This is an optimization exercise on Yosys and OpenROAD, whose aim is small area, a short achievable clock period and few clock cycles per item, not a production implementation.
The RTL was checked by simulation tests, not by an equivalence proof against the original design.

build 41:
==> module DES_ECB, before the edit <==
module DES_ECB (Clk, Reset, Start, X, KEY, OUT, RDY);
   input         Clk;
   input         Reset;
   input         Start;
   input  [63:0] X, KEY;
   output [63:0] OUT;
   output        RDY;
   reg [31:0] L, R;       
   reg [55:0] CD;         
   reg [3:0]  cnt;        
   reg        busy;
   assign RDY = ~busy;
   wire [63:0] RL = {R, L};
   assign OUT = {RL[24], RL[56], RL[16], RL[48], RL[8], RL[40], RL[0], RL[32], RL[25], RL[57], RL[17], RL[49], RL[9], RL[41], RL[1], RL[33], RL[26], RL[58], RL[18], RL[50], RL[10], RL[42], RL[2], RL[34], RL[27], RL[59], RL[19], RL[51], RL[11], RL[43], RL[3], RL[35], RL[28], RL[60], RL[20], RL[52], RL[12], RL[44], RL[4], RL[36], RL[29], RL[61], RL[21], RL[53], RL[13], RL[45], RL[5], RL[37], RL[30], RL[62], RL[22], RL[54], RL[14], RL[46], RL[6], RL[38], RL[31], RL[63], RL[23], RL[55], RL[15], RL[47], RL[7], RL[39]};
   wire [63:0] ipx = {X[6], X[14], X[22], X[30], X[38], X[46], X[54], X[62], X[4], X[12], X[20], X[28], X[36], X[44], X[52], X[60], X[2], X[10], X[18], X[26], X[34], X[42], X[50], X[58], X[0], X[8], X[16], X[24], X[32], X[40], X[48], X[56], X[7], X[15], X[23], X[31], X[39], X[47], X[55], X[63], X[5], X[13], X[21], X[29], X[37], X[45], X[53], X[61], X[3], X[11], X[19], X[27], X[35], X[43], X[51], X[59], X[1], X[9], X[17], X[25], X[33], X[41], X[49], X[57]};
   wire [55:0] pc1 = {KEY[7], KEY[15], KEY[23], KEY[31], KEY[39], KEY[47], KEY[55], KEY[63], KEY[6], KEY[14], KEY[22], KEY[30], KEY[38], KEY[46], KEY[54], KEY[62], KEY[5], KEY[13], KEY[21], KEY[29], KEY[37], KEY[45], KEY[53], KEY[61], KEY[4], KEY[12], KEY[20], KEY[28], KEY[1], KEY[9], KEY[17], KEY[25], KEY[33], KEY[41], KEY[49], KEY[57], KEY[2], KEY[10], KEY[18], KEY[26], KEY[34], KEY[42], KEY[50], KEY[58], KEY[3], KEY[11], KEY[19], KEY[27], KEY[35], KEY[43], KEY[51], KEY[59], KEY[36], KEY[44], KEY[52], KEY[60]};
   wire [55:0] cd0 = {pc1[54], pc1[53], pc1[52], pc1[51], pc1[50], pc1[49], pc1[48], pc1[47], pc1[46], pc1[45], pc1[44], pc1[43], pc1[42], pc1[41], pc1[40], pc1[39], pc1[38], pc1[37], pc1[36], pc1[35], pc1[34], pc1[33], pc1[32], pc1[31], pc1[30], pc1[29], pc1[28], pc1[55], pc1[26], pc1[25], pc1[24], pc1[23], pc1[22], pc1[21], pc1[20], pc1[19], pc1[18], pc1[17], pc1[16], pc1[15], pc1[14], pc1[13], pc1[12], pc1[11], pc1[10], pc1[9], pc1[8], pc1[7], pc1[6], pc1[5], pc1[4], pc1[3], pc1[2], pc1[1], pc1[0], pc1[27]};   
   wire [47:0] rk = {CD[42], CD[39], CD[45], CD[32], CD[55], CD[51], CD[53], CD[28], CD[41], CD[50], CD[35], CD[46], CD[33], CD[37], CD[44], CD[52], CD[30], CD[48], CD[40], CD[49], CD[29], CD[36], CD[43], CD[54], CD[15], CD[4], CD[25], CD[19], CD[9], CD[1], CD[26], CD[16], CD[5], CD[11], CD[23], CD[8], CD[12], CD[7], CD[17], CD[0], CD[22], CD[3], CD[10], CD[14], CD[6], CD[20], CD[27], CD[24]};   
   wire [47:0] t = {R[0], R[31], R[30], R[29], R[28], R[27], R[28], R[27], R[26], R[25], R[24], R[23], R[24], R[23], R[22], R[21], R[20], R[19], R[20], R[19], R[18], R[17], R[16], R[15], R[16], R[15], R[14], R[13], R[12], R[11], R[12], R[11], R[10], R[9], R[8], R[7], R[8], R[7], R[6], R[5], R[4], R[3], R[4], R[3], R[2], R[1], R[0], R[31]} ^ rk;
   wire [31:0] s;
   des_sb1 u_sb1 (.a(t[47:42]), .y(s[31:28]));
   des_sb2 u_sb2 (.a(t[41:36]), .y(s[27:24]));
   des_sb3 u_sb3 (.a(t[35:30]), .y(s[23:20]));
   des_sb4 u_sb4 (.a(t[29:24]), .y(s[19:16]));
   des_sb5 u_sb5 (.a(t[23:18]), .y(s[15:12]));
   des_sb6 u_sb6 (.a(t[17:12]), .y(s[11:8]));
   des_sb7 u_sb7 (.a(t[11:6]), .y(s[7:4]));
   des_sb8 u_sb8 (.a(t[5:0]), .y(s[3:0]));
   wire [31:0] f = {s[16], s[25], s[12], s[11], s[3], s[20], s[4], s[15], s[31], s[17], s[9], s[6], s[27], s[14], s[1], s[22], s[30], s[24], s[8], s[18], s[0], s[5], s[29], s[23], s[13], s[19], s[2], s[26], s[10], s[21], s[28], s[7]};   
   wire rot1 = (cnt == 4'd0) | (cnt == 4'd7) | (cnt == 4'd14);
   wire [55:0] cd_r1 = {CD[54], CD[53], CD[52], CD[51], CD[50], CD[49], CD[48], CD[47], CD[46], CD[45], CD[44], CD[43], CD[42], CD[41], CD[40], CD[39], CD[38], CD[37], CD[36], CD[35], CD[34], CD[33], CD[32], CD[31], CD[30], CD[29], CD[28], CD[55], CD[26], CD[25], CD[24], CD[23], CD[22], CD[21], CD[20], CD[19], CD[18], CD[17], CD[16], CD[15], CD[14], CD[13], CD[12], CD[11], CD[10], CD[9], CD[8], CD[7], CD[6], CD[5], CD[4], CD[3], CD[2], CD[1], CD[0], CD[27]};
   wire [55:0] cd_r2 = {CD[53], CD[52], CD[51], CD[50], CD[49], CD[48], CD[47], CD[46], CD[45], CD[44], CD[43], CD[42], CD[41], CD[40], CD[39], CD[38], CD[37], CD[36], CD[35], CD[34], CD[33], CD[32], CD[31], CD[30], CD[29], CD[28], CD[55], CD[54], CD[25], CD[24], CD[23], CD[22], CD[21], CD[20], CD[19], CD[18], CD[17], CD[16], CD[15], CD[14], CD[13], CD[12], CD[11], CD[10], CD[9], CD[8], CD[7], CD[6], CD[5], CD[4], CD[3], CD[2], CD[1], CD[0], CD[27], CD[26]};
   wire [31:0] r_sel = busy ? L : R;
   wire [31:0] f_g = f & {32{busy}};
   always @(posedge Clk) begin
      if (Reset)
         busy <= 1'b0;
      else if (Start)
         busy <= 1'b1;
      else if (cnt == 4'd15)
         busy <= 1'b0;
      if (Start)
         cnt <= 4'd0;
      else
         cnt <= cnt + 4'd1;
      if (Start)
         CD <= cd0;
      else
         CD <= rot1 ? cd_r1 : cd_r2;
      if (Start)
         L <= ipx[63:32];
      else if (busy)
         L <= R;
      R <= Start ? ipx[31:0] : (r_sel ^ f_g);
   end
endmodule
Settings: LEC_CHECK=0, CAP_MARGIN=20, CORE_MARGIN=2, CORE_UTILIZATION=55, CTS_BUF_LIST=sky130_fd_sc_hd__clkbuf_4 sky130_fd_sc_hd__clkbuf_8, SETUP_SLACK_MARGIN=3.7, SLEW_MARGIN=20; clock period 6.0 ns.
standard.sh (not shown) runs the stock make flow with config.mk's settings and CLKGATE_MAP_FILE= SYNTH_SCRIPT=/design/flow/synth_recipe.tcl, a recipe that flattens the netlist after the stock synthesis.
==> flow/flow/run.sh <==
#!/bin/bash
# Own layout flow: the standard synthesis, then the combinational logic is
# re-mapped with an area-oriented ABC script (flip-flops and their names are kept),
# then the standard layout from floorplan to finish on the re-mapped netlist.
set -uo pipefail
W=$(pwd)
F=$W/flow
LIB=$FLOW_HOME/platforms/$FLOW_PLATFORM/lib/sky130_fd_sc_hd__tt_025C_1v80.lib
R=$W/orfs/results/$FLOW_PLATFORM/DES_ECB/base

bash standard.sh synth > $W/std_synth.log 2>&1 || { echo "standard synth failed"; exit 1; }
cp $R/1_2_yosys.v $W/netlist_std.v

# functional models of the library's combinational cells, for techmap
yosys -p "read_liberty -ignore_miss_func $LIB; delete sky130_fd_sc_hd__*df* sky130_fd_sc_hd__*dl* sky130_fd_sc_hd__lpflow_inputisolatch_1 sky130_fd_sc_hd__*probe*; write_verilog -noattr $W/combcells.v" > $W/combcells.log 2>&1 || { echo "cell models failed"; exit 1; }

REMAP_CELLS=$W/combcells.v REMAP_LIB=$LIB REMAP_IN=$W/netlist_std.v REMAP_TOP=$FLOW_TOP \
REMAP_DONT_USE="$(cat $F/dont_use.txt)" REMAP_ABC=$F/remap.abc REMAP_OUT=$W/netlist_remap.v \
REMAP_STAT=$W/remap_stat.txt yosys -c $F/remap.tcl > $W/remap.log 2>&1 || { echo "remap failed"; exit 1; }

cp $W/netlist_remap.v $R/1_2_yosys.v
rm -f $R/1_synth.odb
export BUFFER_PORTS_ARGS="-buffer_cell sky130_fd_sc_hd__buf_1"
bash standard.sh > $W/std_layout.log 2>&1 || { echo "layout failed"; tail -20 $W/std_layout.log; exit 1; }
Other scripts of this flow, unchanged in this note and not shown: flow/flow/dont_use.txt, flow/flow/remap.abc, flow/flow/remap.tcl
Testbench counts of build 41, summed over its fixed seeds: cycles 8,704, items 512.
> inputs changed (build 41 -> build 77)
diff --git a/flow/design.v b/flow/design.v
--- a/flow/design.v
+++ b/flow/design.v
@@ -9,6 +9,7 @@
    reg [55:0] CD;         
    reg [3:0]  cnt;        
-   reg        busy;
-   assign RDY = ~busy;
+   reg        idle;
+   wire       busy = ~idle;
+   assign RDY = idle;
    wire [63:0] RL = {R, L};
    assign OUT = {RL[24], RL[56], RL[16], RL[48], RL[8], RL[40], RL[0], RL[32], RL[25], RL[57], RL[17], RL[49], RL[9], RL[41], RL[1], RL[33], RL[26], RL[58], RL[18], RL[50], RL[10], RL[42], RL[2], RL[34], RL[27], RL[59], RL[19], RL[51], RL[11], RL[43], RL[3], RL[35], RL[28], RL[60], RL[20], RL[52], RL[12], RL[44], RL[4], RL[36], RL[29], RL[61], RL[21], RL[53], RL[13], RL[45], RL[5], RL[37], RL[30], RL[62], RL[22], RL[54], RL[14], RL[46], RL[6], RL[38], RL[31], RL[63], RL[23], RL[55], RL[15], RL[47], RL[7], RL[39]};
@@ -35,17 +36,17 @@
    always @(posedge Clk) begin
       if (Reset)
-         busy <= 1'b0;
+         idle <= 1'b1;
       else if (Start)
-         busy <= 1'b1;
+         idle <= 1'b0;
       else if (cnt == 4'd15)
-         busy <= 1'b0;
-      if (Start)
-         cnt <= 4'd0;
-      else
+         idle <= 1'b1;
+      if (busy)
          cnt <= cnt + 4'd1;
-      if (Start)
-         CD <= cd0;
       else
+         cnt <= 4'd0;
+      if (busy)
          CD <= rot1 ? cd_r1 : cd_r2;
+      else
+         CD <= cd0;
       if (Start)
          L <= ipx[63:32];
--- outcome ---
Build 77 -> build 41: sequential cell count delta 0, exact match
Clock period minus final worst setup slack in build 77 is 0.070 ns higher than in build 41
Clock distribution area overhead in the final layout was higher in build 41 than in build 77.
In terms of number of global-route vias before repair, build 77 and build 41 differ only marginally.
Compared with build 41, build 77 shows wire length that has gone up by a few percent.
Testbench counts of build 77, summed over its fixed seeds: cycles 8,704, items 512.

==> what the ideal ports hide <==
The results above use ideal ports. As a check the final layouts listed here were re-extracted and re-timed, cells and wires unchanged.
Step 1 assumes that a clkbuf_16 drives the clock port and a buf_2 every other input.
Step 2 moves the port delays by t, midway between the first and last clock arrival at a register: inputs arrive t later, outputs are due t later. That takes back most of the time a late clock gives input paths.
Three values: no drivers, after step 1, after step 2; two values: the first two.
run | shift t [ns] | slack for setup (ns) | clock arrival spread, ns | worst data-port slew with drivers (ns)
build 41 | 0.501 | 3.707 / 3.665 / 3.354 | 0.017 / 0.016 | 0.04
build 77 | 0.495 | 3.636 / 3.597 / 3.348 | 0.015 / 0.015 | 0.05
After both steps setup and hold are still met in every run listed. The setup slack of build 41, which loses most, moves by -0.042 ns with the drivers and by -0.353 ns with both steps.
